This is an optimization exercise on Yosys and OpenROAD, whose aim is small area, a short achievable clock period and few clock cycles, not a production implementation.
Function was checked by simulation only, so behaviour that the tests miss may differ from the original.
Power figures rest on the tool's default switching activity, not on a simulated workload.

**flow/design.v**
```verilog
module PE (
    input  wire        clk,
    input  wire        first,
    input  wire [3:0]  one,    
    input  wire [3:0]  two,    
    input  wire [3:0]  neg,    
    input  wire [7:0]  b,
    output reg  [15:0] S,
    output reg  [15:0] C,
    output reg  [15:0] H,
    output reg  [1:0]  Q
  );
  wire pp_0_0 = (one[0] & b[0]) ^ neg[0];
  wire pp_0_1 = ((one[0] & b[1]) | (two[0] & b[0])) ^ neg[0];
  wire pp_0_2 = ((one[0] & b[2]) | (two[0] & b[1])) ^ neg[0];
  wire pp_0_3 = ((one[0] & b[3]) | (two[0] & b[2])) ^ neg[0];
  wire pp_0_4 = ((one[0] & b[4]) | (two[0] & b[3])) ^ neg[0];
  wire pp_0_5 = ((one[0] & b[5]) | (two[0] & b[4])) ^ neg[0];
  wire pp_0_6 = ((one[0] & b[6]) | (two[0] & b[5])) ^ neg[0];
  wire pp_0_7 = ((one[0] & b[7]) | (two[0] & b[6])) ^ neg[0];
  wire pp_0_8 = ~(((one[0] & b[7]) | (two[0] & b[7])) ^ neg[0]);
  wire pp_1_0 = (one[1] & b[0]) ^ neg[1];
  wire pp_1_1 = ((one[1] & b[1]) | (two[1] & b[0])) ^ neg[1];
  wire pp_1_2 = ((one[1] & b[2]) | (two[1] & b[1])) ^ neg[1];
  wire pp_1_3 = ((one[1] & b[3]) | (two[1] & b[2])) ^ neg[1];
  wire pp_1_4 = ((one[1] & b[4]) | (two[1] & b[3])) ^ neg[1];
  wire pp_1_5 = ((one[1] & b[5]) | (two[1] & b[4])) ^ neg[1];
  wire pp_1_6 = ((one[1] & b[6]) | (two[1] & b[5])) ^ neg[1];
  wire pp_1_7 = ((one[1] & b[7]) | (two[1] & b[6])) ^ neg[1];
  wire pp_1_8 = ~(((one[1] & b[7]) | (two[1] & b[7])) ^ neg[1]);
  wire pp_2_0 = (one[2] & b[0]) ^ neg[2];
  wire pp_2_1 = ((one[2] & b[1]) | (two[2] & b[0])) ^ neg[2];
  wire pp_2_2 = ((one[2] & b[2]) | (two[2] & b[1])) ^ neg[2];
  wire pp_2_3 = ((one[2] & b[3]) | (two[2] & b[2])) ^ neg[2];
  wire pp_2_4 = ((one[2] & b[4]) | (two[2] & b[3])) ^ neg[2];
  wire pp_2_5 = ((one[2] & b[5]) | (two[2] & b[4])) ^ neg[2];
  wire pp_2_6 = ((one[2] & b[6]) | (two[2] & b[5])) ^ neg[2];
  wire pp_2_7 = ((one[2] & b[7]) | (two[2] & b[6])) ^ neg[2];
  wire pp_2_8 = ~(((one[2] & b[7]) | (two[2] & b[7])) ^ neg[2]);
  wire pp_3_0 = (one[3] & b[0]) ^ neg[3];
  wire pp_3_1 = ((one[3] & b[1]) | (two[3] & b[0])) ^ neg[3];
  wire pp_3_2 = ((one[3] & b[2]) | (two[3] & b[1])) ^ neg[3];
  wire pp_3_3 = ((one[3] & b[3]) | (two[3] & b[2])) ^ neg[3];
  wire pp_3_4 = ((one[3] & b[4]) | (two[3] & b[3])) ^ neg[3];
  wire pp_3_5 = ((one[3] & b[5]) | (two[3] & b[4])) ^ neg[3];
  wire pp_3_6 = ((one[3] & b[6]) | (two[3] & b[5])) ^ neg[3];
  wire pp_3_7 = ((one[3] & b[7]) | (two[3] & b[6])) ^ neg[3];
  wire pp_3_8 = ~(((one[3] & b[7]) | (two[3] & b[7])) ^ neg[3]);
  wire sg_0 = S[0] & ~first;
  wire cg_0 = C[0] & ~first;
  wire sg_1 = S[1] & ~first;
  wire cg_1 = C[1] & ~first;
  wire sg_2 = S[2] & ~first;
  wire cg_2 = C[2] & ~first;
  wire sg_3 = S[3] & ~first;
  wire cg_3 = C[3] & ~first;
  wire sg_4 = S[4] & ~first;
  wire cg_4 = C[4] & ~first;
  wire sg_5 = S[5] & ~first;
  wire cg_5 = C[5] & ~first;
  wire sg_6 = S[6] & ~first;
  wire cg_6 = C[6] & ~first;
  wire sg_7 = S[7] & ~first;
  wire cg_7 = C[7] & ~first;
  wire sg_8 = S[8] & ~first;
  wire cg_8 = C[8] & ~first;
  wire sg_9 = S[9] & ~first;
  wire cg_9 = C[9] & ~first;
  wire sg_10 = S[10] & ~first;
  wire cg_10 = C[10] & ~first;
  wire sg_11 = S[11] & ~first;
  wire cg_11 = C[11] & ~first;
  wire sg_12 = S[12] & ~first;
  wire cg_12 = C[12] & ~first;
  wire sg_13 = S[13] & ~first;
  wire cg_13 = C[13] & ~first;
  wire sg_14 = S[14] & ~first;
  wire cg_14 = C[14] & ~first;
  wire sg_15 = S[15] & ~first;
  wire cg_15 = C[15] & ~first;
  wire hs_1 = pp_0_6 ^ pp_1_4;
  wire hc_1 = pp_0_6 & pp_1_4;
  wire hs_2 = pp_0_7 ^ pp_1_5;
  wire hc_2 = pp_0_7 & pp_1_5;
  wire fs_3 = pp_0_8 ^ pp_1_6 ^ pp_2_4;
  wire fc_3 = (pp_0_8 & pp_1_6) | (pp_0_8 & pp_2_4) | (pp_1_6 & pp_2_4);
  wire hs_4 = pp_1_7 ^ pp_2_5;
  wire hc_4 = pp_1_7 & pp_2_5;
  wire hs_5 = pp_0_2 ^ pp_1_0;
  wire hc_5 = pp_0_2 & pp_1_0;
  wire hs_6 = pp_0_3 ^ pp_1_1;
  wire hc_6 = pp_0_3 & pp_1_1;
  wire fs_7 = pp_0_4 ^ pp_1_2 ^ pp_2_0;
  wire fc_7 = (pp_0_4 & pp_1_2) | (pp_0_4 & pp_2_0) | (pp_1_2 & pp_2_0);
  wire hs_8 = neg[2] ^ sg_4;
  wire hc_8 = neg[2] & sg_4;
  wire fs_9 = pp_0_5 ^ pp_1_3 ^ pp_2_1;
  wire fc_9 = (pp_0_5 & pp_1_3) | (pp_0_5 & pp_2_1) | (pp_1_3 & pp_2_1);
  wire hs_10 = sg_5 ^ cg_5;
  wire hc_10 = sg_5 & cg_5;
  wire fs_11 = hs_1 ^ pp_2_2 ^ pp_3_0;
  wire fc_11 = (hs_1 & pp_2_2) | (hs_1 & pp_3_0) | (pp_2_2 & pp_3_0);
  wire fs_12 = neg[3] ^ sg_6 ^ cg_6;
  wire fc_12 = (neg[3] & sg_6) | (neg[3] & cg_6) | (sg_6 & cg_6);
  wire fs_13 = hs_2 ^ pp_2_3 ^ pp_3_1;
  wire fc_13 = (hs_2 & pp_2_3) | (hs_2 & pp_3_1) | (pp_2_3 & pp_3_1);
  wire fs_14 = sg_7 ^ cg_7 ^ hc_1;
  wire fc_14 = (sg_7 & cg_7) | (sg_7 & hc_1) | (cg_7 & hc_1);
  wire fs_15 = fs_3 ^ pp_3_2 ^ 1'b1;
  wire fc_15 = (fs_3 & pp_3_2) | (fs_3 & 1'b1) | (pp_3_2 & 1'b1);
  wire fs_16 = sg_8 ^ cg_8 ^ hc_2;
  wire fc_16 = (sg_8 & cg_8) | (sg_8 & hc_2) | (cg_8 & hc_2);
  wire fs_17 = hs_4 ^ pp_3_3 ^ 1'b1;
  wire fc_17 = (hs_4 & pp_3_3) | (hs_4 & 1'b1) | (pp_3_3 & 1'b1);
  wire fs_18 = sg_9 ^ cg_9 ^ fc_3;
  wire fc_18 = (sg_9 & cg_9) | (sg_9 & fc_3) | (cg_9 & fc_3);
  wire fs_19 = pp_1_8 ^ pp_2_6 ^ pp_3_4;
  wire fc_19 = (pp_1_8 & pp_2_6) | (pp_1_8 & pp_3_4) | (pp_2_6 & pp_3_4);
  wire fs_20 = sg_10 ^ cg_10 ^ hc_4;
  wire fc_20 = (sg_10 & cg_10) | (sg_10 & hc_4) | (cg_10 & hc_4);
  wire fs_21 = pp_2_7 ^ pp_3_5 ^ 1'b1;
  wire fc_21 = (pp_2_7 & pp_3_5) | (pp_2_7 & 1'b1) | (pp_3_5 & 1'b1);
  wire hs_22 = sg_11 ^ cg_11;
  wire hc_22 = sg_11 & cg_11;
  wire fs_23 = pp_2_8 ^ pp_3_6 ^ sg_12;
  wire fc_23 = (pp_2_8 & pp_3_6) | (pp_2_8 & sg_12) | (pp_3_6 & sg_12);
  wire hs_24 = pp_3_7 ^ 1'b1;
  wire hc_24 = pp_3_7 & 1'b1;
  wire hs_25 = pp_0_0 ^ neg[0];
  wire hc_25 = pp_0_0 & neg[0];
  wire hs_26 = pp_0_1 ^ sg_1;
  wire hc_26 = pp_0_1 & sg_1;
  wire fs_27 = hs_5 ^ neg[1] ^ sg_2;
  wire fc_27 = (hs_5 & neg[1]) | (hs_5 & sg_2) | (neg[1] & sg_2);
  wire fs_28 = hs_6 ^ sg_3 ^ cg_3;
  wire fc_28 = (hs_6 & sg_3) | (hs_6 & cg_3) | (sg_3 & cg_3);
  wire fs_29 = fs_7 ^ hs_8 ^ cg_4;
  wire fc_29 = (fs_7 & hs_8) | (fs_7 & cg_4) | (hs_8 & cg_4);
  wire fs_30 = fs_9 ^ hs_10 ^ fc_7;
  wire fc_30 = (fs_9 & hs_10) | (fs_9 & fc_7) | (hs_10 & fc_7);
  wire fs_31 = fs_11 ^ fs_12 ^ fc_9;
  wire fc_31 = (fs_11 & fs_12) | (fs_11 & fc_9) | (fs_12 & fc_9);
  wire fs_32 = fs_13 ^ fs_14 ^ fc_11;
  wire fc_32 = (fs_13 & fs_14) | (fs_13 & fc_11) | (fs_14 & fc_11);
  wire fs_33 = fs_15 ^ fs_16 ^ fc_13;
  wire fc_33 = (fs_15 & fs_16) | (fs_15 & fc_13) | (fs_16 & fc_13);
  wire fs_34 = fs_17 ^ fs_18 ^ fc_15;
  wire fc_34 = (fs_17 & fs_18) | (fs_17 & fc_15) | (fs_18 & fc_15);
  wire fs_35 = fs_19 ^ fs_20 ^ fc_17;
  wire fc_35 = (fs_19 & fs_20) | (fs_19 & fc_17) | (fs_20 & fc_17);
  wire fs_36 = fs_21 ^ hs_22 ^ fc_19;
  wire fc_36 = (fs_21 & hs_22) | (fs_21 & fc_19) | (hs_22 & fc_19);
  wire fs_37 = fs_23 ^ cg_12 ^ fc_21;
  wire fc_37 = (fs_23 & cg_12) | (fs_23 & fc_21) | (cg_12 & fc_21);
  wire fs_38 = hs_24 ^ sg_13 ^ cg_13;
  wire fc_38 = (hs_24 & sg_13) | (hs_24 & cg_13) | (sg_13 & cg_13);
  wire fs_39 = pp_3_8 ^ sg_14 ^ cg_14;
  wire fc_39 = (pp_3_8 & sg_14) | (pp_3_8 & cg_14) | (sg_14 & cg_14);
  wire hs_40 = 1'b1 ^ sg_15;
  wire hc_40 = 1'b1 & sg_15;
  wire hs_41 = hs_25 ^ sg_0;
  wire hc_41 = hs_25 & sg_0;
  wire fs_42 = hs_26 ^ cg_1 ^ hc_25;
  wire fc_42 = (hs_26 & cg_1) | (hs_26 & hc_25) | (cg_1 & hc_25);
  wire fs_43 = fs_27 ^ cg_2 ^ hc_26;
  wire fc_43 = (fs_27 & cg_2) | (fs_27 & hc_26) | (cg_2 & hc_26);
  wire fs_44 = fs_28 ^ hc_5 ^ fc_27;
  wire fc_44 = (fs_28 & hc_5) | (fs_28 & fc_27) | (hc_5 & fc_27);
  wire fs_45 = fs_29 ^ hc_6 ^ fc_28;
  wire fc_45 = (fs_29 & hc_6) | (fs_29 & fc_28) | (hc_6 & fc_28);
  wire fs_46 = fs_30 ^ hc_8 ^ fc_29;
  wire fc_46 = (fs_30 & hc_8) | (fs_30 & fc_29) | (hc_8 & fc_29);
  wire fs_47 = fs_31 ^ hc_10 ^ fc_30;
  wire fc_47 = (fs_31 & hc_10) | (fs_31 & fc_30) | (hc_10 & fc_30);
  wire fs_48 = fs_32 ^ fc_12 ^ fc_31;
  wire fc_48 = (fs_32 & fc_12) | (fs_32 & fc_31) | (fc_12 & fc_31);
  wire fs_49 = fs_33 ^ fc_14 ^ fc_32;
  wire fc_49 = (fs_33 & fc_14) | (fs_33 & fc_32) | (fc_14 & fc_32);
  wire fs_50 = fs_34 ^ fc_16 ^ fc_33;
  wire fc_50 = (fs_34 & fc_16) | (fs_34 & fc_33) | (fc_16 & fc_33);
  wire fs_51 = fs_35 ^ fc_18 ^ fc_34;
  wire fc_51 = (fs_35 & fc_18) | (fs_35 & fc_34) | (fc_18 & fc_34);
  wire fs_52 = fs_36 ^ fc_20 ^ fc_35;
  wire fc_52 = (fs_36 & fc_20) | (fs_36 & fc_35) | (fc_20 & fc_35);
  wire fs_53 = fs_37 ^ hc_22 ^ fc_36;
  wire fc_53 = (fs_37 & hc_22) | (fs_37 & fc_36) | (hc_22 & fc_36);
  wire fs_54 = fs_38 ^ fc_23 ^ fc_37;
  wire fc_54 = (fs_38 & fc_23) | (fs_38 & fc_37) | (fc_23 & fc_37);
  wire fs_55 = fs_39 ^ hc_24 ^ fc_38;
  wire fc_55 = (fs_39 & hc_24) | (fs_39 & fc_38) | (hc_24 & fc_38);
  wire fs_56 = hs_40 ^ cg_15 ^ fc_39;
  wire fc_56 = (hs_40 & cg_15) | (hs_40 & fc_39) | (cg_15 & fc_39);
  always @(posedge clk)
  begin
    S[0] <= hs_41;
    C[0] <= cg_0;
    S[1] <= fs_42;
    C[1] <= hc_41;
    S[2] <= fs_43;
    C[2] <= fc_42;
    S[3] <= fs_44;
    C[3] <= fc_43;
    S[4] <= fs_45;
    C[4] <= fc_44;
    S[5] <= fs_46;
    C[5] <= fc_45;
    S[6] <= fs_47;
    C[6] <= fc_46;
    S[7] <= fs_48;
    C[7] <= fc_47;
    S[8] <= fs_49;
    C[8] <= fc_48;
    S[9] <= fs_50;
    C[9] <= fc_49;
    S[10] <= fs_51;
    C[10] <= fc_50;
    S[11] <= fs_52;
    C[11] <= fc_51;
    S[12] <= fs_53;
    C[12] <= fc_52;
    S[13] <= fs_54;
    C[13] <= fc_53;
    S[14] <= fs_55;
    C[14] <= fc_54;
    S[15] <= fs_56;
    C[15] <= fc_55;
    Q <= {fc_56, hc_40};
    H <= first ? 16'd0 : H + {15'd0, Q[0]} + {15'd0, Q[1]} - 16'd1;
  end
endmodule
module systolic_array_4x8 (
  input  wire         clk,
  input  wire         first,
  input  wire [47:0]  a_enc,    
  input  wire [63:0]  b_bus,    
  input  wire [2:0]   wsel,     
  output reg  [127:0] c_row
  );
  wire [15:0] S [0:31];
  wire [15:0] C [0:31];
  wire [15:0] H [0:31];
  wire [1:0]  Q [0:31];
  genvar r, c;
  generate
    for (r = 0; r < 4; r = r + 1) begin : g_row
      for (c = 0; c < 8; c = c + 1) begin : g_col
        PE pe (.clk(clk), .first(first),
               .one(a_enc[47-12*r -: 4]), .two(a_enc[43-12*r -: 4]), .neg(a_enc[39-12*r -: 4]),
               .b(b_bus[63-8*c -: 8]),
               .S(S[r*8+c]), .C(C[r*8+c]), .H(H[r*8+c]), .Q(Q[r*8+c]));
      end
    end
  endgenerate
  reg [15:0] rS [0:3];
  reg [15:0] rC [0:3];
  reg [15:0] rH [0:3];
  reg [1:0]  rQ [0:3];
  integer j;
  always @(posedge clk)
  begin
    for (j = 0; j < 4; j = j + 1)
    begin
      rS[j] <= S[{wsel, j[1:0]}];
      rC[j] <= C[{wsel, j[1:0]}];
      rH[j] <= H[{wsel, j[1:0]}];
      rQ[j] <= Q[{wsel, j[1:0]}];
    end
  end
  reg [15:0] hq;
  always @*
  begin
    c_row = 128'd0;
    for (j = 0; j < 4; j = j + 1)
    begin
      hq = {15'd0, rQ[j][0]} + {15'd0, rQ[j][1]} - 16'd1;
      c_row[127-32*j -: 32] = {rH[j], rS[j]} + {16'd0, rC[j]} + {hq, 16'd0};
    end
  end
endmodule
module TPU(
    input         clk,
    input         rst_n,
    input         in_valid,
    input  [15:0] K,
    input  [7:0]  M,
    input  [7:0]  N,
    output reg    busy,
    output        A_wr_en,
    output [15:0] A_index,
    output [31:0] A_data_in,
    input  [31:0] A_data_out,
    output        B_wr_en,
    output [15:0] B_index0,
    output [15:0] B_index1,
    output [31:0] B_data_in,
    input  [31:0] B_data_out0,
    input  [31:0] B_data_out1,
    output        C_wr_en,
    output [15:0] C_index,
    output [127:0] C_data_in,
    input  [127:0] C_data_out
  );
  assign A_wr_en   = 1'b0;
  assign B_wr_en   = 1'b0;
  assign A_data_in = 32'd0;
  assign B_data_in = 32'd0;
  wire [7:0]  M_s = {M[7:1], M[0] | ~|M[7:1]};
  wire [7:0]  N_s = {N[7:1], N[0] | ~|N[7:1]};
  wire [15:0] K_s = {K[15:1], K[0] | ~|K[15:1]};
  reg [7:0]  Mr, Nr;
  reg [15:0] Kr;
  reg [7:0]  blkN;         
  reg [15:0] Kp1, K1m;     
  reg        run;          
  reg [15:0] krem;         
  reg [2:0]  bub;          
  reg        tfirst;       
  reg        jfirst;       
  reg        newcol;       
  reg [7:0]  i_rm, i_cn;   
  reg [15:0] a_idx, b_idx0, b_idx1;
  reg        v0, f0, l0;
  reg [7:0]  mask0;
  assign A_index  = a_idx;
  assign B_index0 = b_idx0;
  assign B_index1 = b_idx1;
  wire [2:0] i_mq1 = (i_rm >= 8'd4) ? 3'd3 : (i_rm[2:0] - 3'd1);    
  wire       i_h2  = (i_cn > 8'd4);
  wire [2:0] i_w1  = i_h2 ? {i_mq1[1:0], 1'b1} : i_mq1;              
  wire [7:0] i_mask;
  genvar gi;
  generate
    for (gi = 0; gi < 8; gi = gi + 1) begin : g_mask
      assign i_mask[7-gi] = (i_cn > gi);
    end
  endgenerate
  wire        slot    = run && (bub == 3'd0);
  wire        lastk   = (krem == 16'd1);
  wire [15:0] b_step  = tfirst ? (newcol ? Kp1 : K1m) : 16'd1;
  always @(posedge clk)
  begin
    if (slot)
    begin
      if (jfirst)
      begin
        a_idx  <= 16'd0;
        b_idx0 <= 16'd0;
        b_idx1 <= Kr;
      end
      else
      begin
        a_idx  <= (tfirst && newcol) ? 16'd0 : a_idx + 16'd1;
        b_idx0 <= b_idx0 + b_step;
        b_idx1 <= b_idx1 + b_step;
      end
      mask0 <= i_mask;
    end
  end
  always @(posedge clk or negedge rst_n)
  begin
    if (!rst_n)
    begin
      run <= 1'b0;
      krem <= 16'd0;
      bub <= 3'd0;
      tfirst <= 1'b0;
      jfirst <= 1'b0;
      newcol <= 1'b0;
      i_rm <= 8'd0;
      i_cn <= 8'd0;
      v0 <= 1'b0;
      f0 <= 1'b0;
      l0 <= 1'b0;
    end
    else
    begin
      v0 <= slot;
      f0 <= slot && tfirst;
      l0 <= slot && lastk;
      if (in_valid && !busy)
      begin
        run    <= 1'b1;
        krem   <= K_s;
        bub    <= 3'd0;
        tfirst <= 1'b1;
        jfirst <= 1'b1;
        newcol <= 1'b1;
        i_rm   <= M_s;
        i_cn   <= N_s;
      end
      else if (run)
      begin
        if (bub != 3'd0)
          bub <= bub - 3'd1;
        else
        begin
          tfirst <= 1'b0;
          jfirst <= 1'b0;
          if (lastk)
          begin
            krem   <= Kr;
            tfirst <= 1'b1;
            bub    <= i_w1;
            if (i_rm > 8'd4)
            begin
              i_rm   <= i_rm - 8'd4;
              newcol <= 1'b0;
            end
            else
            begin
              i_rm   <= Mr;
              i_cn   <= i_cn - 8'd8;
              newcol <= 1'b1;
              if (i_cn <= 8'd8)
                run <= 1'b0;
            end
          end
          else
            krem <= krem - 16'd1;
        end
      end
    end
  end
  reg [47:0] a_enc;        
  function [11:0] booth8;
    input [7:0] x;
    integer k;
    reg [8:0] y;
    begin
      y = {x, 1'b0};
      for (k = 0; k < 4; k = k + 1)
      begin
        booth8[8+k] = y[2*k+1] ^ y[2*k];
        booth8[4+k]  = (y[2*k+2] & ~y[2*k+1] & ~y[2*k]) | (~y[2*k+2] & y[2*k+1] & y[2*k]);
        booth8[k]    = y[2*k+2];
      end
    end
  endfunction
  reg [63:0] b_reg;
  reg        f1, l1;
  integer j;
  always @(posedge clk)
  begin
    for (j = 0; j < 4; j = j + 1)
      a_enc[47-12*j -: 12] <= booth8(A_data_out[31-8*j -: 8]);
    for (j = 0; j < 4; j = j + 1)
    begin
      b_reg[63-8*j -: 8] <= (v0 && mask0[7-j]) ? B_data_out0[31-8*j -: 8] : 8'd0;
      b_reg[31-8*j -: 8] <= (v0 && mask0[3-j]) ? B_data_out1[31-8*j -: 8] : 8'd0;
    end
  end
  always @(posedge clk or negedge rst_n)
  begin
    if (!rst_n)
    begin
      f1 <= 1'b0;
      l1 <= 1'b0;
    end
    else
    begin
      f1 <= f0;
      l1 <= l0;
    end
  end
  reg  [2:0]   wsel;
  wire [127:0] c_row;
  systolic_array_4x8 SA (
    .clk  (clk),
    .first(f1),
    .a_enc(a_enc),
    .b_bus(b_reg),
    .wsel (wsel),
    .c_row(c_row)
  );
  reg  [7:0]  t_rm, t_cn;   
  reg  [15:0] t_base;       
  reg  [7:0]  t_colbase;    
  reg         w_act;        
  reg  [1:0]  w_r;
  reg         w_h;
  reg  [2:0]  w_left;       
  reg         w_H;          
  reg         w_final;      
  reg  [15:0] w_ptr;        
  reg         fin, fin_d;
  reg         w_act_d;
  reg  [15:0] w_idx_d;
  reg         c_wr_en_r;
  reg  [15:0] c_idx_r;
  reg  [127:0] c_din_r;
  assign C_wr_en   = c_wr_en_r;
  assign C_index   = c_idx_r;
  assign C_data_in = c_din_r;
  wire       t_lrb = (t_rm <= 8'd4);        
  wire       t_lcp = (t_cn <= 8'd8);        
  wire       t_H   = (t_cn > 8'd4);
  wire [2:0] t_mq  = t_lrb ? t_rm[2:0] : 3'd4;
  always @*
    wsel = {w_r, w_h};
  always @(posedge clk)
  begin
    c_din_r <= c_row;
    w_idx_d <= w_ptr + {15'd0, w_h};
    c_idx_r <= w_idx_d;
  end
  always @(posedge clk or negedge rst_n)
  begin
    if (!rst_n)
    begin
      busy <= 1'b0;
      Mr <= 8'd0;
      Nr <= 8'd0;
      Kr <= 16'd0;
      blkN <= 8'd0;
      Kp1 <= 16'd0;
      K1m <= 16'd0;
      t_rm <= 8'd0;
      t_cn <= 8'd0;
      t_base <= 16'd0;
      t_colbase <= 8'd0;
      w_act <= 1'b0;
      w_r <= 2'd0;
      w_h <= 1'b0;
      w_left <= 3'd0;
      w_H <= 1'b0;
      w_final <= 1'b0;
      w_ptr <= 16'd0;
      fin <= 1'b0;
      fin_d <= 1'b0;
      w_act_d <= 1'b0;
      c_wr_en_r <= 1'b0;
    end
    else
    begin
      blkN <= (Nr + 8'd3) >> 2;
      Kp1  <= Kr + 16'd1;
      K1m  <= 16'd1 - Kr;
      w_act_d <= w_act;
      c_wr_en_r <= w_act_d;
      fin <= 1'b0;
      fin_d <= fin;
      if (in_valid && !busy)
      begin
        busy <= 1'b1;
        Mr <= M_s;
        Nr <= N_s;
        Kr <= K_s;
        t_rm <= M_s;
        t_cn <= N_s;
        t_base <= 16'd0;
        t_colbase <= 8'd0;
      end
      else if (fin_d)
        busy <= 1'b0;
      if (w_act)
      begin
        if (w_left == 3'd1)
        begin
          w_act <= 1'b0;
          if (w_final)
            fin <= 1'b1;
        end
        w_left <= w_left - 3'd1;
        if (w_H && !w_h)
          w_h <= 1'b1;
        else
        begin
          w_h   <= 1'b0;
          w_r   <= w_r + 2'd1;
          w_ptr <= w_ptr + {8'd0, blkN};
        end
      end
      if (l1)
      begin
        w_act   <= 1'b1;
        w_r     <= 2'd0;
        w_h     <= 1'b0;
        w_left  <= t_H ? {t_mq[1:0], 1'b0} : t_mq;
        w_H     <= t_H;
        w_final <= t_lrb && t_lcp;
        w_ptr   <= t_base;
        if (t_lrb)
        begin
          t_rm      <= Mr;
          t_cn      <= t_cn - 8'd8;
          t_colbase <= t_colbase + 8'd2;
          t_base    <= {8'd0, t_colbase} + 16'd2;
        end
        else
        begin
          t_rm   <= t_rm - 8'd4;
          t_base <= t_base + {6'd0, blkN, 2'b00};
        end
      end
    end
  end
endmodule
```
**flow/flow/run.sh**
```bash
#!/bin/bash
# Layout flow: the standard ORFS flow (standard synthesis unchanged), with
# timing repair (floorplan, CTS, global route) aiming for SETUP_MARGIN ns of
# setup slack at the design's clock period, so that the layout is repaired
# towards a shorter achieved period. Everything else is standard.sh.
set -euo pipefail
SETUP_MARGIN=6.4
bash standard.sh SETUP_SLACK_MARGIN=$SETUP_MARGIN finish > make_finish.log 2>&1
```
**flow/standard.sh**
```bash
#!/bin/bash
# synth_recipe.tcl (not shown) runs the flow's synth.tcl, then flattens the netlist and writes it again
# the make line also repeats each setting of config.mk as NAME=value (left out here)
make -C /OpenROAD-flow-scripts/flow DESIGN_CONFIG=/design/flow/config.mk WORK_HOME=/design/flow/orfs CLKGATE_MAP_FILE= SYNTH_SCRIPT=/design/flow/synth_recipe.tcl "${@:-finish}"
```
**flow/config.mk**
```make
export PLATFORM = sky130hd
export DESIGN_NAME = TPU
export DESIGN_NICKNAME = TPU
export VERILOG_FILES = /design/flow/design.v
export SDC_FILE = /design/flow/constraint.sdc
export NUM_CORES = 4
export LEC_CHECK = 0
export CAP_MARGIN = 20
export CORE_MARGIN = 2
export CORE_UTILIZATION = 40
export SLEW_MARGIN = 20
```
**flow/constraint.sdc**
```tcl
create_clock -name core_clock -period 10.0 [get_ports {clk}]
set_input_delay 2.0000 -clock core_clock [delete_from_list [all_inputs] [get_ports {clk}]]
set_output_delay 2.0000 -clock core_clock [all_outputs]
set_load 0.01 [all_outputs]
```
==> results of run 1 <==
## final timing paths
path                       startpoint  depth (start not counted)           end
min reg2reg                w_idx_d[1]                          0    c_idx_r[1]
min                        w_idx_d[1]                          0    c_idx_r[1]
max                        b_idx1[15]                          1  B_index1[15]
min in group asynchronous       rst_n                          1  t_colbase[4]
max reg2reg                       w_h                          8   SA.rS[0][6]
max in group asynchronous       rst_n                          3            f1
## power by group
group	internal, mW	switching [mW]	total [mW]
clock network	6.56	4.50	11.1
logic	17.1	23.0	40.1
registers	14.5	2.83	17.3
total	38.2	30.3	68.5
## kinds of logic (layout without fill, tap and decap cells)
family | after synthesis | after routing | share of synthesized area (%)
AOI/OAI and AO/OA | 3148 | 3148 | 13.24
muxes | 341 | 341 | 2.745
adders and majority gates | 2448 | 2448 | 25.03
DFF | 2311 | 2311 | 29.48
buffers and inverters | 3532 | 3627 | 8.352
xor gates and xnor gates | 1807 | 1807 | 9.774
and+or+nand+nor | 3757 | 3759 | 11.37
other | 1 | 92 | 0.002316
## cell type report
| class | count | area, µm² | share of cell area, % |
|---|---|---|---|
| inverters | 2451 | 9214 | 5.063 |
| repair buffers | 650 | 6845 | 3.761 |
| multi-input cells | 11569 | 101300 | 55.64 |
| well taps | 5405 | 6763 | 3.716 |
| clock inverters | 108 | 1285 | 0.7061 |
| flip-flops and latches | 2311 | 47940 | 26.34 |
| clock buffers | 418 | 8613 | 4.733 |
| diodes | 26 | 65.06 | 0.03575 |
## per-layer routing
layer / part of all wire, % / GRT usage (%) / vias up
met3: 10 / 7.222 / 1539
met4: 5.3 / 11.63 / 92
met5: 0.13 / 0 / -
li1: - / - / 56528
met1: 41 / 34.05 / 60921
met2: 44 / 41.01 / 5566
## per-stage QoR
stage | hold WS [ns] | instance area [µm²] | worst slack (ns) | util (%)
floorplan | 0.3096 | 162200 | 6.434 | -
global placement | 0.3128 | 169900 | 5.118 | 42.16
detailed placement | 0.3121 | 169900 | 5.108 | 42.16
CTS | 0.3261 | 181300 | 6.326 | 44.99
global route | 0.3352 | 181900 | 6.321 | 45.16
finish | 0.3231 | 182000 | 6.384 | 45.17
## cell usage after synthesis (all sizes together) (81+ instances only)
master,number,area [µm²]
a21oi,626,3148
buf,292,1363
nand2,755,2834
mux2i,183,1832
clkbuf,789,2962
and3,107,669.4
inv,2451,9200
xnor2,1068,9354
a221oi,142,1244
fa,1318,26390
a22oi,932,6997
mux2,84,945.9
a211oi,81,613.1
nor3,154,770.7
nand3,155,780.8
nand2b,356,2227
dfrtp,183,4579
a31oi,112,700.7
nor2,1168,4384
nor2b,813,5086
xor2,739,6472
o21ai,455,2288
a21o,249,1869
dfxtp,2072,41480
ha,1130,14140
## repair_timing
action,in CTS,in global routing
buffers inserted,72,32
resized for setup,638,67
setup endpoints to repair,1095,215
pin swaps,9,2
gates cloned,9,2
==> results.cfg, run 1 <==
[status]
status = finished clean

[global_routing]
antenna_found_initial = 73
grt_overflow = 0
grt_pass1_wl_um = 811700
gr-usage-all-layers_pct = 26.32
grt_pass1_vias = 125418
grt_max_degree = 96

[clocking]
cts_buffers = 291
htreeDepth = 5
postCtsHoldBufs = 0
insertion_delay_ns = 0.96
cts_tree = built
cts_root_buffer = clkbuf_16
path_clk_slew_ns = 0.06
clock-sinks = 2311
clockBufferDepth = 4

[layout]
final_common_cell = inv_1
stdcell_count = 22938
nNetsFinal = 19981
final_layout_size_suffix_gt1_share_pct = 6.912
fillerInstances = 38716
area_delta_synth_final_pct = 12.39
layout_common_cells = inv_1, dfxtp_1, fa_1
reg_top3 = SA.g_row.g_col.pe.C: 512 flops, SA.g_row.g_col.pe.H: 512 flops, SA.g_row.g_col.pe.S: 512 flops

[die]
die_h_um = 640.3
start_util_pct = 40.19
dieArea_um2 = 409900
fp-row-count = 233
coreArea_um2 = 402900
die_w_um = 640.3
io_pins = 519

[worst_setup_path]
required_ns = 8.00
cpLargestDelayFamily = flip-flops
worstPathArrival_ns = 1.62
critPathMaxFanout = 2
crit_buf_inv = 1
critPathKind = flop to output pin
slowest_delay_ns = 0.48
cp-start-kind = flop
worst_path_max_delay_cell = edfxtp_1
r2r_setup_slack_ns = 6.41
crit_chain = buf_2
end_kind = output pin

[route]
vias = 124646
drt_iter0_drc = 10999
drc = 0
avgViaCountPerCell = 5.434
ant_nets = 0
wire_per_inst_um = 23.96
firstDrtPassIters = 10
totalWireLength_um = 549600

[timing]
slew_violations = 0
tns_ns = 0
finalHoldViolCount = 0
max_freq_mhz = 276.6
relSlewSlack_pct = 20.22
fin_skew_ns = 0.04349
worst_pin_slew_ns = 1.197
rsz0062_at_grt = yes
setup_viol = 0
period_needed_ns = 3.616
min_period_over_period_pct = 36.16

[yosys]
syn_area_um2 = 161900
syn_inst = 17345
syn-mean-instance-area_um2 = 9.336
async_flop_share_pct = 7.919
ys_ff_latch = 2311
synth-edff-count = 56
ys.warnings.count = 11
seq_area_frac_synth_pct = 29.48
synth_flop_cell = dfxtp_1
synth_cell_type_count = 94

[min_path]
hp-class = flop to flop

[run]
drv_cap = 0

[power_and_ir_drop]
power.total_mw = 68.50
peakVddDrop_mv = 0.1703
power_density_nw_per_um2 = 376.4
p_leak_nw = 80.99

[placed_design]
hpwl_um = 356100
dp.cells = 22271
gp_congestion = 0.8916
port_buffers = 324
Testbench counts, summed over its fixed seeds: cycles 577,824.
==> inputs of run 2 (changes only) <==
--- a/flow/design.v
+++ b/flow/design.v
@@ -225,7 +225,7 @@
     S[15] <= fs_56;
     C[15] <= fc_55;
     Q <= {fc_56, hc_40};
-    H <= first ? 16'd0 : H + {15'd0, Q[0]} + {15'd0, Q[1]} - 16'd1;
+    H <= first ? 16'd0 : H + {15'd0, Q[0]} + {15'd0, Q[1]};
   end
 endmodule
 module systolic_array_4x8 (
@@ -234,6 +234,7 @@
   input  wire [47:0]  a_enc,    
   input  wire [63:0]  b_bus,    
   input  wire [2:0]   wsel,     
+  input  wire [15:0]  wn,       
   output reg  [127:0] c_row
   );
   wire [15:0] S [0:31];
@@ -255,9 +256,11 @@
   reg [15:0] rC [0:3];
   reg [15:0] rH [0:3];
   reg [1:0]  rQ [0:3];
+  reg [15:0] rN;
   integer j;
   always @(posedge clk)
   begin
+    rN <= wn;
     for (j = 0; j < 4; j = j + 1)
     begin
       rS[j] <= S[{wsel, j[1:0]}];
@@ -266,16 +269,14 @@
       rQ[j] <= Q[{wsel, j[1:0]}];
     end
   end
-  reg [15:0] hq;
-  always @*
-  begin
-    c_row = 128'd0;
-    for (j = 0; j < 4; j = j + 1)
-    begin
-      hq = {15'd0, rQ[j][0]} + {15'd0, rQ[j][1]} - 16'd1;
-      c_row[127-32*j -: 32] = {rH[j], rS[j]} + {16'd0, rC[j]} + {hq, 16'd0};
+  genvar q;
+  generate
+    for (q = 0; q < 4; q = q + 1) begin : g_out
+      wire [15:0] hq = {15'd0, rQ[q][0]} + {15'd0, rQ[q][1]} - rN;
+      always @*
+        c_row[127-32*q -: 32] = {rH[q], rS[q]} + {16'd0, rC[q]} + {hq, 16'd0};
     end
-  end
+  endgenerate
 endmodule
 module TPU(
     input         clk,
@@ -463,6 +464,7 @@
     end
   end
   reg  [2:0]   wsel;
+  reg  [15:0]  w_n;         
   wire [127:0] c_row;
   systolic_array_4x8 SA (
     .clk  (clk),
@@ -470,6 +472,7 @@
     .a_enc(a_enc),
     .b_bus(b_reg),
     .wsel (wsel),
+    .wn   (w_n),
     .c_row(c_row)
   );
   reg  [7:0]  t_rm, t_cn;   
@@ -522,6 +525,7 @@
       w_r <= 2'd0;
       w_h <= 1'b0;
       w_left <= 3'd0;
+      w_n <= 16'd0;
       w_H <= 1'b0;
       w_final <= 1'b0;
       w_ptr <= 16'd0;
@@ -561,6 +565,7 @@
             fin <= 1'b1;
         end
         w_left <= w_left - 3'd1;
+        w_n    <= w_n + 16'd1;
         if (w_H && !w_h)
           w_h <= 1'b1;
         else
@@ -576,6 +581,7 @@
         w_r     <= 2'd0;
         w_h     <= 1'b0;
         w_left  <= t_H ? {t_mq[1:0], 1'b0} : t_mq;
+        w_n     <= Kr;
         w_H     <= t_H;
         w_final <= t_lrb && t_lcp;
         w_ptr   <= t_base;
--- a/flow/config.mk
+++ b/flow/config.mk
@@ -7,5 +7,5 @@
 export LEC_CHECK = 0
 export CAP_MARGIN = 20
 export CORE_MARGIN = 2
-export CORE_UTILIZATION = 40
+export CORE_UTILIZATION = 60
 export SLEW_MARGIN = 20
==> results.cfg, run 2 <==
[route]
totalWireLength_um = 542300
wire_per_inst_um = 28.46
drc = 0
firstDrtPassIters = 7
avgViaCountPerCell = 6.232
vias = 118772
ant_nets = 0
drt_iter0_drc = 13131

[layout]
multi_input_area_um2 = 92830
fillerInstances = 19890
final_common_cell = dfxtp_1
nNetsFinal = 17735
reg_top3 = SA.g_row.g_col.pe.C: 512 flops, SA.g_row.g_col.pe.H: 512 flops, SA.g_row.g_col.pe.S: 512 flops
layout_common_cells = dfxtp_1, inv_1, fa_1
seq_area_um2 = 48700
area_delta_synth_final_pct = 11.60
final_layout_size_suffix_gt1_share_pct = 8.273

[status]
status = finished clean

[yosys]
async_flop_share_pct = 8.493
synthTopCellsByCount = dfxtp_1, inv_1, fa_1, xnor2_1, nor2_1
synth_flop_cell = dfxtp_1
synth_top_cell_by_area = dfxtp_1
syn_area_um2 = 150300
synth_cell_type_count = 95
synthMuxAreaShare_pct = 2.597
seq_area_frac_synth_pct = 32.24
synthTopCellsByArea = dfxtp_1, fa_1, xnor2_1, ha_1, a22oi_1
yosys.area_share.simple_pct = 12.92
synth_compound_area_share_pct = 11.67
ys_ff_latch = 2343
synth-edff-count = 56
synth_top_family_by_area = adder cells
synth_adder_area_share_pct = 23.14
ys.warnings.count = 11
synth_top_area_share_pct = 27.81
synth-xor-area-share_pct = 10.57
syn_inst = 15599
syn-mean-instance-area_um2 = 9.635
synth_most_common_cell = dfxtp_1

[global_routing]
grt_pass1_vias = 121187
antenna_found_initial = 35
grt_overflow = 0
gr-usage-all-layers_pct = 41.74
use_met2_pct = 61.54
top_usage_layer = met2
grtUsageMet3_pct = 13.22
grt_max_degree = 218
grt_util_met1_pct = 53.44
grt_pass1_wl_um = 792800

[placed_design]
port_buffers = 324
gp_congestion = 0.9525
hpwl_um = 358400
pre_cts_slack_ns = 5.179

[die]
fp-row-count = 183
coreArea_um2 = 248900
die_h_um = 504.5
dieArea_um2 = 254500
start_util_pct = 60.39
io_pins = 519
die_w_um = 504.5

[timing]
setup_ws_ns = 6.242
fin_skew_ns = 0.07150
finalHoldViolCount = 0
period_needed_ns = 3.758
min_period_over_period_pct = 37.58
max_freq_mhz = 266.1
rsz0062_at_grt = yes
relSlewSlack_pct = 19.30
tns_ns = 0
slew_violations = 0
setup_viol = 0
whs_ns = 0.3259
worst_pin_slew_ns = 1.210

[worst_setup_path]
end_kind = flop
critPathKind = flop to flop
critPathMaxFanout = 38
cp-start-kind = flop
worstPathArrival_ns = 4.54
required_ns = 10.78

[clocking]
clock-sinks = 2343
cts_buffers = 286
clockBufferDepth = 4
cts_root_buffer = clkbuf_16
postCtsHoldBufs = 0
cts_tree = built
insertion_delay_ns = 0.96
htreeDepth = 5
path_clk_slew_ns = 0.06

[power_and_ir_drop]
peakVddDrop_mv = 0.2193
power_density_nw_per_um2 = 328.4
p_leak_nw = 71.03
power.total_mw = 55.08

[run]
drv_cap = 0

[min_path]
hp-class = flop to flop
==> run 2: cell types whose count changed in the layout (fill, tap and decap cells not counted), sizes merged, moves of 61 or more <==
cell and change:
inv -926, ha -469, a21o -179, a21oi -153
nor2 -153, nand2 +112, nand3 +108, nor3 -87
and3 +82, a22oi +65, nand4 +65, or3 +61
==> run 2: stage by stage <==
step	instance area (µm²)	std cells	util [%]
finish	167700	19057	67.39
global route	167700	19037	67.37
CTS	166700	18996	66.97
detailed placement	155500	18416	62.49
global placement	155500	18416	62.49
floorplan	150500	15664	-
==> run 2: repair_timing <==
item	in CTS	in global routing
pin swaps	21	49
resized for setup	697	156
endpoints found under the setup margin	1203	317
gates cloned	3	2
buffers inserted	79	33
==> run 2: cell type report <==
cell class / instances / share of cell area, %
inverters: 1534 / 3.449
diodes: 26 / 0.03879
clock buffers: 400 / 4.983
flip-flops and latches: 2343 / 29.03
clock inverters: 98 / 0.6885
well taps: 3330 / 2.484
repair buffers: 668 / 3.975
multi-input cells: 10658 / 55.35
==> run 2: layer usage <==
metal | routed length (µm) | up-vias
met5 | 120 | -
met4 | 38410 | 18
met3 | 67320 | 1789
met2 | 231000 | 7289
met1 | 205400 | 58785
li1 | - | 50891
==> run 2: kinds of logic after synthesis <==
group | Yosys count
other | 1
AO/OA/AOI/OAI | 2584
buffers and inverters | 2663
multiplexers | 311
XOR/XNOR | 1814
AND/OR/NAND/NOR | 3898
adder cells (fa/ha/maj) | 1985
flip-flops | 2343
==> run 2: final timing paths <==
check | from | slack (ns) | cells after the start | endpoint
worst max-delay path | w_h | 6.24 | 8 | SA.rS[2][9]
worst min-delay path | w_idx_d[14] | 0.33 | 0 | c_idx_r[14]
worst max register to register | w_h | 6.24 | 8 | SA.rS[2][9]
worst min register to register | w_idx_d[14] | 0.33 | 0 | c_idx_r[14]
max in group asynchronous | rst_n | 7.03 | 3 | v0
min in group asynchronous | rst_n | 1.08 | 1 | w_n[4]
==> run 2: worst max-delay path: stages, from the launching register on <==
cell and delay [ns]:
dfrtp_4 0.65, buf_6 0.28, inv_8 0.29, buf_6 0.44
nor2_4 0.12, buf_6 0.30, a22o_1 0.34, a221oi_1 0.74
nor2_1 0.16
==> run 2: power by group <==
| group | total (mW) | leakage, nW | switching (mW) | internal (mW) |
|---|---|---|---|---|
| logic | 27.0 | 45.9 | 15.7 | 11.2 |
| registers | 17.5 | 20.4 | 3.19 | 14.3 |
| clock network | 10.7 | 4.67 | 4.30 | 6.38 |
| total | 55.1 | 71.0 | 23.2 | 31.9 |
Testbench counts of run 2, summed over its fixed seeds: cycles 577,824.
==> inputs of run 3 (changes only) <==
--- a/flow/design.v
+++ b/flow/design.v
@@ -311,7 +311,6 @@
   reg [7:0]  Mr, Nr;
   reg [15:0] Kr;
   reg [7:0]  blkN;         
-  reg [15:0] Kp1, K1m;     
   reg        run;          
   reg [15:0] krem;         
   reg [2:0]  bub;          
@@ -337,7 +336,7 @@
   endgenerate
   wire        slot    = run && (bub == 3'd0);
   wire        lastk   = (krem == 16'd1);
-  wire [15:0] b_step  = tfirst ? (newcol ? Kp1 : K1m) : 16'd1;
+  wire [15:0] b_step  = tfirst ? (newcol ? Kr + 16'd1 : ~Kr + 16'd2) : 16'd1;
   always @(posedge clk)
   begin
     if (slot)
@@ -357,18 +356,12 @@
       mask0 <= i_mask;
     end
   end
+  wire start = in_valid && !busy;
   always @(posedge clk or negedge rst_n)
   begin
     if (!rst_n)
     begin
       run <= 1'b0;
-      krem <= 16'd0;
-      bub <= 3'd0;
-      tfirst <= 1'b0;
-      jfirst <= 1'b0;
-      newcol <= 1'b0;
-      i_rm <= 8'd0;
-      i_cn <= 8'd0;
       v0 <= 1'b0;
       f0 <= 1'b0;
       l0 <= 1'b0;
@@ -378,47 +371,51 @@
       v0 <= slot;
       f0 <= slot && tfirst;
       l0 <= slot && lastk;
-      if (in_valid && !busy)
-      begin
-        run    <= 1'b1;
-        krem   <= K_s;
-        bub    <= 3'd0;
-        tfirst <= 1'b1;
-        jfirst <= 1'b1;
-        newcol <= 1'b1;
-        i_rm   <= M_s;
-        i_cn   <= N_s;
-      end
-      else if (run)
+      if (start)
+        run <= 1'b1;
+      else if (slot && lastk && i_rm <= 8'd4 && i_cn <= 8'd8)
+        run <= 1'b0;
+    end
+  end
+  always @(posedge clk)
+  begin
+    if (start)
+    begin
+      krem   <= K_s;
+      bub    <= 3'd0;
+      tfirst <= 1'b1;
+      jfirst <= 1'b1;
+      newcol <= 1'b1;
+      i_rm   <= M_s;
+      i_cn   <= N_s;
+    end
+    else if (run)
+    begin
+      if (bub != 3'd0)
+        bub <= bub - 3'd1;
+      else
       begin
-        if (bub != 3'd0)
-          bub <= bub - 3'd1;
-        else
+        tfirst <= 1'b0;
+        jfirst <= 1'b0;
+        if (lastk)
         begin
-          tfirst <= 1'b0;
-          jfirst <= 1'b0;
-          if (lastk)
+          krem   <= Kr;
+          tfirst <= 1'b1;
+          bub    <= i_w1;
+          if (i_rm > 8'd4)
           begin
-            krem   <= Kr;
-            tfirst <= 1'b1;
-            bub    <= i_w1;
-            if (i_rm > 8'd4)
-            begin
-              i_rm   <= i_rm - 8'd4;
-              newcol <= 1'b0;
-            end
-            else
-            begin
-              i_rm   <= Mr;
-              i_cn   <= i_cn - 8'd8;
-              newcol <= 1'b1;
-              if (i_cn <= 8'd8)
-                run <= 1'b0;
-            end
+            i_rm   <= i_rm - 8'd4;
+            newcol <= 1'b0;
           end
           else
-            krem <= krem - 16'd1;
+          begin
+            i_rm   <= Mr;
+            i_cn   <= i_cn - 8'd8;
+            newcol <= 1'b1;
+          end
         end
+        else
+          krem <= krem - 16'd1;
       end
     end
   end
@@ -511,24 +508,7 @@
     if (!rst_n)
     begin
       busy <= 1'b0;
-      Mr <= 8'd0;
-      Nr <= 8'd0;
-      Kr <= 16'd0;
-      blkN <= 8'd0;
-      Kp1 <= 16'd0;
-      K1m <= 16'd0;
-      t_rm <= 8'd0;
-      t_cn <= 8'd0;
-      t_base <= 16'd0;
-      t_colbase <= 8'd0;
       w_act <= 1'b0;
-      w_r <= 2'd0;
-      w_h <= 1'b0;
-      w_left <= 3'd0;
-      w_n <= 16'd0;
-      w_H <= 1'b0;
-      w_final <= 1'b0;
-      w_ptr <= 16'd0;
       fin <= 1'b0;
       fin_d <= 1'b0;
       w_act_d <= 1'b0;
@@ -536,67 +516,66 @@
     end
     else
     begin
-      blkN <= (Nr + 8'd3) >> 2;
-      Kp1  <= Kr + 16'd1;
-      K1m  <= 16'd1 - Kr;
       w_act_d <= w_act;
       c_wr_en_r <= w_act_d;
-      fin <= 1'b0;
+      fin <= w_act && (w_left == 3'd1) && w_final;
       fin_d <= fin;
-      if (in_valid && !busy)
-      begin
+      if (start)
         busy <= 1'b1;
-        Mr <= M_s;
-        Nr <= N_s;
-        Kr <= K_s;
-        t_rm <= M_s;
-        t_cn <= N_s;
-        t_base <= 16'd0;
-        t_colbase <= 8'd0;
-      end
       else if (fin_d)
         busy <= 1'b0;
-      if (w_act)
+      if (l1)
+        w_act <= 1'b1;
+      else if (w_act && (w_left == 3'd1))
+        w_act <= 1'b0;
+    end
+  end
+  always @(posedge clk)
+  begin
+    blkN <= (Nr + 8'd3) >> 2;
+    if (start)
+    begin
+      Mr <= M_s;
+      Nr <= N_s;
+      Kr <= K_s;
+      t_rm <= M_s;
+      t_cn <= N_s;
+      t_base <= 16'd0;
+      t_colbase <= 8'd0;
+    end
+    if (w_act)
+    begin
+      w_left <= w_left - 3'd1;
+      w_n    <= w_n + 16'd1;
+      if (w_H && !w_h)
+        w_h <= 1'b1;
+      else
       begin
-        if (w_left == 3'd1)
-        begin
-          w_act <= 1'b0;
-          if (w_final)
-            fin <= 1'b1;
-        end
-        w_left <= w_left - 3'd1;
-        w_n    <= w_n + 16'd1;
-        if (w_H && !w_h)
-          w_h <= 1'b1;
-        else
-        begin
-          w_h   <= 1'b0;
-          w_r   <= w_r + 2'd1;
-          w_ptr <= w_ptr + {8'd0, blkN};
-        end
+        w_h   <= 1'b0;
+        w_r   <= w_r + 2'd1;
+        w_ptr <= w_ptr + {8'd0, blkN};
       end
-      if (l1)
+    end
+    if (l1)
+    begin
+      w_r     <= 2'd0;
+      w_h     <= 1'b0;
+      w_left  <= t_H ? {t_mq[1:0], 1'b0} : t_mq;
+      w_n     <= Kr;
+      w_H     <= t_H;
+      w_final <= t_lrb && t_lcp;
+      w_ptr   <= t_base;
+      if (t_lrb)
       begin
-        w_act   <= 1'b1;
-        w_r     <= 2'd0;
-        w_h     <= 1'b0;
-        w_left  <= t_H ? {t_mq[1:0], 1'b0} : t_mq;
-        w_n     <= Kr;
-        w_H     <= t_H;
-        w_final <= t_lrb && t_lcp;
-        w_ptr   <= t_base;
-        if (t_lrb)
-        begin
-          t_rm      <= Mr;
-          t_cn      <= t_cn - 8'd8;
-          t_colbase <= t_colbase + 8'd2;
-          t_base    <= {8'd0, t_colbase} + 16'd2;
-        end
-        else
-        begin
-          t_rm   <= t_rm - 8'd4;
-          t_base <= t_base + {6'd0, blkN, 2'b00};
-        end
+        t_rm      <= Mr;
+        t_cn      <= t_cn - 8'd8;
+        t_colbase <= t_colbase + 8'd2;
+        t_base    <= {8'd0, t_colbase} + 16'd2;
+      end
+      else
+      begin
+        t_rm   <= t_rm - 8'd4;
+        t_base <= t_base + {6'd0, blkN, 2'b00};
       end
     end
   end
==> results.cfg, run 3 <==
[yosys]
syn_area_um2 = 148500
synthTopCellsByCount = dfxtp_1, inv_1, fa_1, xnor2_1, a22oi_1
ys.warnings.count = 11
seq_area_frac_synth_pct = 32.45
synth_top_cell_by_area = dfxtp_1
synth-edff-count = 185
synthTopCellsByArea = dfxtp_1, fa_1, xnor2_1, ha_1, a22oi_1
synth_flop_cell = dfxtp_1
syn-mean-instance-area_um2 = 9.767
ys_ff_latch = 2312
synth_cell_type_count = 96
synth_most_common_cell = dfxtp_1
synth_top_area_share_pct = 28.51
async_flop_share_pct = 0.5190
syn_inst = 15208

[global_routing]
top_usage_layer = met2
use_met2_pct = 62.87
grt_overflow = 0
grt_max_degree = 229
grt_pass1_vias = 120054
grt_util_met1_pct = 53.50
grt_pass1_wl_um = 778800
gr-usage-all-layers_pct = 41.98
grtUsageMet3_pct = 13.32
antenna_found_initial = 48

[die]
dieArea_um2 = 251500
coreArea_um2 = 245900
start_util_pct = 60.39
die_h_um = 501.5
io_pins = 519
die_w_um = 501.5
fp-row-count = 182

[layout]
stdcell_count = 18619
fillerInstances = 19333
layout_common_cells = dfxtp_1, inv_1, fa_1
nNetsFinal = 17419
final_common_cell = dfxtp_1
area_delta_synth_final_pct = 12.40
final_layout_size_suffix_gt1_share_pct = 9.346
reg_top3 = SA.g_row.g_col.pe.C: 512 flops, SA.g_row.g_col.pe.H: 512 flops, SA.g_row.g_col.pe.S: 512 flops
multi_input_area_um2 = 91370
seq_area_um2 = 48460

[clocking]
insertion_delay_ns = 0.96
cts_tree = built
cts_buffers = 282
postCtsHoldBufs = 0
htreeDepth = 5
clockBufferDepth = 4
path_clk_slew_ns = 0.06
clock-sinks = 2312
cts_root_buffer = clkbuf_16

[power_and_ir_drop]
p_comb_share_pct = 48.0
power_density_nw_per_um2 = 301.0
clkPwrFrac_pct = 21.0
p_leak_nw = 72.44
p_seq_share_pct = 30.9
switching_share_pct = 40.95
peakVddDrop_mv = 0.1993
p_switching_mw = 20.58
intPower_mw = 29.67

[placed_design]
port_buffers = 324
gp_congestion = 0.9249
dp.cells = 17868
hpwl_um = 346000

[route]
drt_iter0_drc = 13166
totalWireLength_um = 534600
firstDrtPassIters = 10
avgViaCountPerCell = 6.252
vias = 116398
wire_per_inst_um = 28.71
ant_nets = 0
drc = 0

[worst_setup_path]
required_ns = 10.74
end_kind = flop
critPathMaxFanout = 3
cp-start-kind = flop
worstPathArrival_ns = 4.51
r2r_setup_slack_ns = 6.23
critPathKind = flop to flop

[timing]
tns_ns = 0
min_period_over_period_pct = 37.74
period_needed_ns = 3.774
finalHoldViolCount = 0
fin_skew_ns = 0.08149
slew_violations = 0
rsz0062_at_grt = yes
relSlewSlack_pct = 7.620
worst_pin_slew_ns = 1.386
setup_viol = 0
max_freq_mhz = 264.9

[status]
status = finished clean

[min_path]
hp-class = flop to flop

[run]
drv_cap = 0
## run 3: changes by cell type after synthesis, moves of 46 or more
| cell | delta |
|---|---|
| a21oi_1 | -132 |
| o21ai_0 | +58 |
| clkbuf_1 | +60 |
| edfxtp_1 | +129 |
| a22oi_1 | -69 |
| dfrtp_1 | -187 |
| nor2b_1 | -57 |
| o21ai_1 | -48 |
| nor2_1 | -125 |
| a31oi_1 | -46 |
| a221oi_1 | -60 |
| nand3_1 | +57 |
## run 3: path summary, 6_finish.rpt
check,start,end,cells after the start
max reg2reg,Kr[1],b_idx1[15],18
max,Kr[1],b_idx1[15],18
min in group asynchronous,rst_n,w_act_d,1
max in group asynchronous,rst_n,f1,1
min,w_idx_d[4],c_idx_r[4],0
min reg2reg,w_idx_d[4],c_idx_r[4],0
## run 3: routing by layer
metal	vias up	wire, µm
met2	7088	231600
met1	57886	199600
met5	-	236
met4	34	35950
met3	1790	67190
li1	49600	-
## run 3: repair_timing
item / in CTS / in global routing
pin swaps: 61 / 101
buffers inserted: 126 / 111
gates resized for setup: 621 / 239
gates cloned: 3 / 4
setup endpoints to repair: 1110 / 315
## run 3: cells by family after synthesis
| logic type | synth area share (%) |
|---|---|
| adders and majority gates | 23.42 |
| other | 0.002525 |
| muxes | 2.909 |
| xor gates and xnor gates | 10.86 |
| and+or+nand+nor | 12.51 |
| buffers and inverters | 7.112 |
| DFF | 32.45 |
| AOI/OAI and AO/OA | 10.74 |
## run 3: final cells by class
cell class	count	area share [%]
Multi-Input combinational cell	10223	54.73
Sequential cell	2312	29.03
Clock buffer	389	4.844
Timing Repair Buffer	775	4.630
Inverter	1582	3.576
Tap cell	3220	2.413
Clock inverter	94	0.7442
Antenna cell	24	0.03597
## run 3: power groups by stage
| stage | Clock [mW] | Sequential [mW] | Combinational [mW] |
|---|---|---|---|
| after floorplan | 0 | 14.6 | 16.3 |
| after global placement | 0 | 15.6 | 22.3 |
| after detailed placement | 0 | 15.6 | 23.3 |
| after CTS | 10.6 | 15.5 | 23.8 |
| after global routing | 11.0 | 15.8 | 27.5 |
| final | 10.6 | 15.6 | 24.1 |
## run 3: critical path, cell delays in order (launching register included)
cell,delay (ns)
edfxtp_1,0.47
buf_6,0.17
ha_1,0.21
nand3_1,0.09
o21ai_1,0.08
xnor2_1,0.17
nor2_1,0.08
ha_1,0.34
buf_4,0.17
o21ai_2,0.06
o21bai_2,0.10
a21oi_4,0.19
o221ai_4,0.14
a211oi_2,0.30
o32ai_2,0.13
a311o_1,0.38
a31oi_2,0.23
nor4b_2,0.08
a311oi_1,0.21
## run 3: per-stage QoR
stage / worst slack (ns) / utilization, % / hold slack (ns) / cell area, µm² / power [mW]
after floorplan: 6.462 / - / 0.3096 / 148800 / 30.86
after global placement: 4.874 / 62.38 / 0.3155 / 153400 / 37.91
after detailed placement: 4.936 / 62.38 / 0.3121 / 153400 / 38.95
after CTS: 6.243 / 67.01 / 0.3235 / 164800 / 49.84
after global routing: 6.031 / 67.86 / 0.3298 / 166900 / 54.31
final: 6.226 / 67.88 / 0.3197 / 167000 / 50.25
Testbench counts of run 3, summed over its fixed seeds: cycles 577,824.
==> inputs of run 4 (changes only) <==
--- a/flow/design.v
+++ b/flow/design.v
@@ -272,9 +272,12 @@
   genvar q;
   generate
     for (q = 0; q < 4; q = q + 1) begin : g_out
-      wire [15:0] hq = {15'd0, rQ[q][0]} + {15'd0, rQ[q][1]} - rN;
+      wire [1:0]  qv = {1'b0, rQ[q][0]} + {1'b0, rQ[q][1]} + 2'd1;
+      wire [15:0] nn = ~rN;
+      wire [15:0] hs = rH[q] ^ nn ^ {14'd0, qv};
+      wire [15:0] hc = (rH[q] & nn) | (rH[q] & {14'd0, qv}) | (nn & {14'd0, qv});
       always @*
-        c_row[127-32*q -: 32] = {rH[q], rS[q]} + {16'd0, rC[q]} + {hq, 16'd0};
+        c_row[127-32*q -: 32] = {hs, rS[q]} + {hc[14:0], 1'b0, rC[q]};
     end
   endgenerate
 endmodule
@@ -311,6 +314,7 @@
   reg [7:0]  Mr, Nr;
   reg [15:0] Kr;
   reg [7:0]  blkN;         
+  reg [15:0] Kp1, K1m;     
   reg        run;          
   reg [15:0] krem;         
   reg [2:0]  bub;          
@@ -321,9 +325,9 @@
   reg [15:0] a_idx, b_idx0, b_idx1;
   reg        v0, f0, l0;
   reg [7:0]  mask0;
-  assign A_index  = a_idx;
-  assign B_index0 = b_idx0;
-  assign B_index1 = b_idx1;
+  assign A_index  = a_out;
+  assign B_index0 = b_out0;
+  assign B_index1 = b_out1;
   wire [2:0] i_mq1 = (i_rm >= 8'd4) ? 3'd3 : (i_rm[2:0] - 3'd1);    
   wire       i_h2  = (i_cn > 8'd4);
   wire [2:0] i_w1  = i_h2 ? {i_mq1[1:0], 1'b1} : i_mq1;              
@@ -336,25 +340,24 @@
   endgenerate
   wire        slot    = run && (bub == 3'd0);
   wire        lastk   = (krem == 16'd1);
-  wire [15:0] b_step  = tfirst ? (newcol ? Kr + 16'd1 : ~Kr + 16'd2) : 16'd1;
+  wire [15:0] b_step  = tfirst ? (newcol ? Kp1 : K1m) : 16'd1;
+  wire [15:0] a_st  = (jfirst || (tfirst && newcol)) ? 16'd0 : a_idx + 16'd1;
+  wire [15:0] b0_st = jfirst ? 16'd0 : b_idx0 + b_step;
+  wire [15:0] b1_st = jfirst ? Kr    : b_idx1 + b_step;
+  wire [15:0] a_nx  = slot ? a_st  : a_idx;
+  wire [15:0] b0_nx = slot ? b0_st : b_idx0;
+  wire [15:0] b1_nx = slot ? b1_st : b_idx1;
+  reg  [15:0] a_out, b_out0, b_out1;
   always @(posedge clk)
   begin
+    a_idx  <= a_nx;
+    b_idx0 <= b0_nx;
+    b_idx1 <= b1_nx;
+    a_out  <= a_st;
+    b_out0 <= b0_st;
+    b_out1 <= b1_st;
     if (slot)
-    begin
-      if (jfirst)
-      begin
-        a_idx  <= 16'd0;
-        b_idx0 <= 16'd0;
-        b_idx1 <= Kr;
-      end
-      else
-      begin
-        a_idx  <= (tfirst && newcol) ? 16'd0 : a_idx + 16'd1;
-        b_idx0 <= b_idx0 + b_step;
-        b_idx1 <= b_idx1 + b_step;
-      end
       mask0 <= i_mask;
-    end
   end
   wire start = in_valid && !busy;
   always @(posedge clk or negedge rst_n)
@@ -533,6 +536,8 @@
   always @(posedge clk)
   begin
     blkN <= (Nr + 8'd3) >> 2;
+    Kp1  <= Kr + 16'd1;
+    K1m  <= 16'd1 - Kr;
     if (start)
     begin
       Mr <= M_s;
==> results.cfg, run 4 <==
[power_and_ir_drop]
power_density_nw_per_um2 = 306.4
power.total_mw = 51.87
p_comb_share_pct = 49.3
intPower_mw = 29.92
p_leak_nw = 75.31
p_seq_share_pct = 30.6
switching_share_pct = 42.32
peakVddDrop_mv = 0.3014
p_switching_mw = 21.95
clkPwrFrac_pct = 20.1

[timing]
rsz0062_at_grt = yes
slew_violations = 0
max_freq_mhz = 257.9
setup_viol = 0
fin_skew_ns = 0.07076
tns_ns = 0
min_period_over_period_pct = 38.77
finalHoldViolCount = 0
worst_pin_slew_ns = 1.423
period_needed_ns = 3.877
relSlewSlack_pct = 4.424

[layout]
layout_common_cells = dfxtp_1, inv_1, fa_1
final_common_cell = dfxtp_1
final_layout_size_suffix_gt1_share_pct = 7.267
post-route-util_pct = 67.28
nNetsFinal = 18141
area_delta_synth_final_pct = 11.48
reg_top3 = SA.g_row.g_col.pe.C: 512 flops, SA.g_row.g_col.pe.H: 512 flops, SA.g_row.g_col.pe.S: 512 flops

[yosys]
syn_inst = 15948
synth_cell_type_count = 75
seq_area_frac_synth_pct = 32.78
synthTopCellsByArea = dfxtp_1, fa_1, xnor2_1, ha_1, a22oi_1
ys_ff_latch = 2391
synth-edff-count = 185
ys.warnings.count = 11
synth_top_cell_by_area = dfxtp_1
synth_flop_cell = dfxtp_1
synthTopCellsByCount = dfxtp_1, inv_1, fa_1, xnor2_1, a22oi_1
synth_top_area_share_pct = 28.92
synth_most_common_cell = dfxtp_1
syn_area_um2 = 151900
async_flop_share_pct = 0.5019
syn-mean-instance-area_um2 = 9.522

[min_path]
hp-class = flop to flop
min_to = c_idx_r[15]
whs_path_depth = 0
hold_path_startpoint = w_idx_d[15]

[global_routing]
grt_overflow = 0
gr-usage-all-layers_pct = 42.89
grt_max_degree = 229
grt_pass1_wl_um = 811600
grt_pass1_vias = 122248
antenna_found_initial = 59

[clocking]
htreeDepth = 5
path_clk_slew_ns = 0.06
cts_buffers = 288
cts_tree = built
insertion_delay_ns = 0.95
clockBufferDepth = 4
cts_root_buffer = clkbuf_16
clock-sinks = 2391

[die]
io_pins = 519
dieArea_um2 = 257100
die_h_um = 507.1
fp-row-count = 184
die_w_um = 507.1
coreArea_um2 = 251600
start_util_pct = 60.35

[worst_setup_path]
crit_chain = ha_1 > a211oi_1 > nor4_1 > nor2_1 > a21boi_0 > o21ai_0 > a21oi_1 > a21oi_1 > o21ai_0 > xor2_2
cpLargestDelayFamily = compound AO/OA/AOI/OAI gates
crit_path_start = SA.rC[1][1]
r2r-start = SA.rC[1][1]
reg2reg_depth = 10
end_kind = flop
crit_buf_inv = 0
r2r_setup_slack_ns = 6.12
cp-start-kind = flop
critPathMaxFanout = 5
required_ns = 10.76
slowest_delay_ns = 0.83
critPathKind = flop to flop
worstPathArrival_ns = 4.63
worst_path_max_delay_cell = nor2_1
reg2reg_to = c_din_r[83]
cp.depth = 10

[route]
vias = 119696
wire_per_inst_um = 28.65
avgViaCountPerCell = 6.141
drt_iter0_drc = 13565
ant_nets = 0
drc = 0
totalWireLength_um = 558400
firstDrtPassIters = 10

[placed_design]
hpwl_um = 367700
port_buffers = 324
gp_congestion = 0.9675

[run]
drv_cap = 0

[status]
status = finished clean
==> run 4: cell count changes in the layout (fill, tap and decap cells not counted), moves of 65 or more <==
cell / delta
nand2_1: +96
ha_1: +65
dfxtp_1: +82
a21oi_1: +81
a22oi_1: +101
buf_4: -108
o21ai_0: +162
xor2_1: -75
inv_1: +416
nor2b_1: -136
a22o_1: -69
nand2b_1: +188
==> run 4: cell families (layout without fill, tap and decap cells) <==
| kind of cell | after synthesis | after routing | share of synthesized area (%) |
|---|---|---|---|
| simple gates | 3778 | 3778 | 12.36 |
| buf+inv | 3095 | 3141 | 7.814 |
| compound gates | 2610 | 2610 | 11.42 |
| flops | 2391 | 2391 | 32.78 |
| fa+ha+maj | 2022 | 2022 | 23.23 |
| xor+xnor | 1751 | 1751 | 10.10 |
| mux | 300 | 300 | 2.305 |
| other cells | 1 | 151 | 0.002469 |
==> run 4: timing repair <==
action	4_1_cts	5_1_grt
hold buffers	0	0
setup buffers	47	54
pin swaps	12	8
gates resized for setup	588	85
gates cloned	8	4
endpoints found under the setup margin	1099	252
==> run 4: worst max path at each step <==
stage / end / slack (ns)
after floorplan: b_idx1[15] / 6.41
after global placement: SA.g_row[3].g_col[7].pe.S[8] / 5.21
after detailed placement: SA.rH[1][13] / 5.16
after CTS: c_din_r[94] / 6.38
after global routing: c_din_r[83] / 6.15
final: c_din_r[83] / 6.12
==> run 4: power groups by stage <==
stage / Combinational (mW) / Sequential, mW / Clock [mW]
final: 25.6 / 15.9 / 10.4
after global routing: 28.9 / 16.2 / 10.8
after CTS: 25.1 / 15.8 / 10.5
after detailed placement: 24.5 / 16.0 / 0
after global placement: 23.4 / 15.9 / 0
after floorplan: 16.6 / 15.0 / 0
==> run 4: worst reg2reg max path: stages, from the launching register on <==
cell	delay (ns)
dfxtp_1	0.31
ha_1	0.32
a211oi_1	0.41
nor4_1	0.13
nor2_1	0.83
a21boi_0	0.19
o21ai_0	0.28
a21oi_1	0.13
a21oi_1	0.29
o21ai_0	0.23
xor2_2	0.59
==> run 4: area by class of cell <==
cell class / count / area [µm²]
sequential: 2391 / 50010
clock inverter: 79 / 838.3
antenna: 85 / 212.7
fill: 20190 / 82340
inverter: 1990 / 7508
multi-input combinational: 10527 / 90970
timing repair buffer: 662 / 7262
clock buffer: 410 / 8299
tap: 3348 / 4189
==> run 4: layer usage <==
layer	vias up	part of all wire, %	global-route usage [%]
met1	59085	36	52.58
met4	10	9.4	34.25
met5	-	0.045	0.2963
li1	51471	-	-
met3	1909	11	11.59
met2	7221	43	63.79
==> run 4: stage by stage <==
step | area [µm²] | setup slack [ns] | hold slack [ns] | std cells
2_1_floorplan | 152100 | 6.410 | 0.3096 | 16013
3_3_place_gp | 157300 | 5.213 | 0.3138 | 18804
3_5_place_dp | 157300 | 5.160 | 0.3121 | 18804
4_1_cts | 168200 | 6.376 | 0.3229 | 19348
5_1_grt | 169300 | 6.150 | 0.3263 | 19480
6_report | 169300 | 6.123 | 0.3228 | 19492
Testbench counts of run 4, summed over its fixed seeds: cycles 577,824.

## afterwards: timing with drivers on the ports
In the flow no input, the clock included, has a driving cell. The finished layouts below were timed again as built, in two steps. Step 1 assumes that a clkbuf_16 drives the clock port and a buf_2 every other input. Step 2 also shifts input and output timing later by t, the mid clock arrival at the registers, as if the neighbouring blocks saw the same clock. a / b / c = ideal / step 1 / step 2; a / b = the first two.
run | t, ns | setup slack, ns | worst register clock-pin slew, ns
run 1 | 1.050 | 6.384 / 6.266 / 5.842 | 0.07 / 0.07
run 2 | 1.032 | 6.242 / 6.242 / 5.906 | 0.07 / 0.07
run 3 | 1.027 | 6.226 / 6.226 / 5.777 | 0.07 / 0.07
run 4 | 1.036 | 6.123 / 6.123 / 5.761 | 0.07 / 0.07
After both steps setup and hold are still met in every run listed. The setup slack of run 1, which loses most, moves by -0.118 ns with the drivers and by -0.542 ns with both steps.
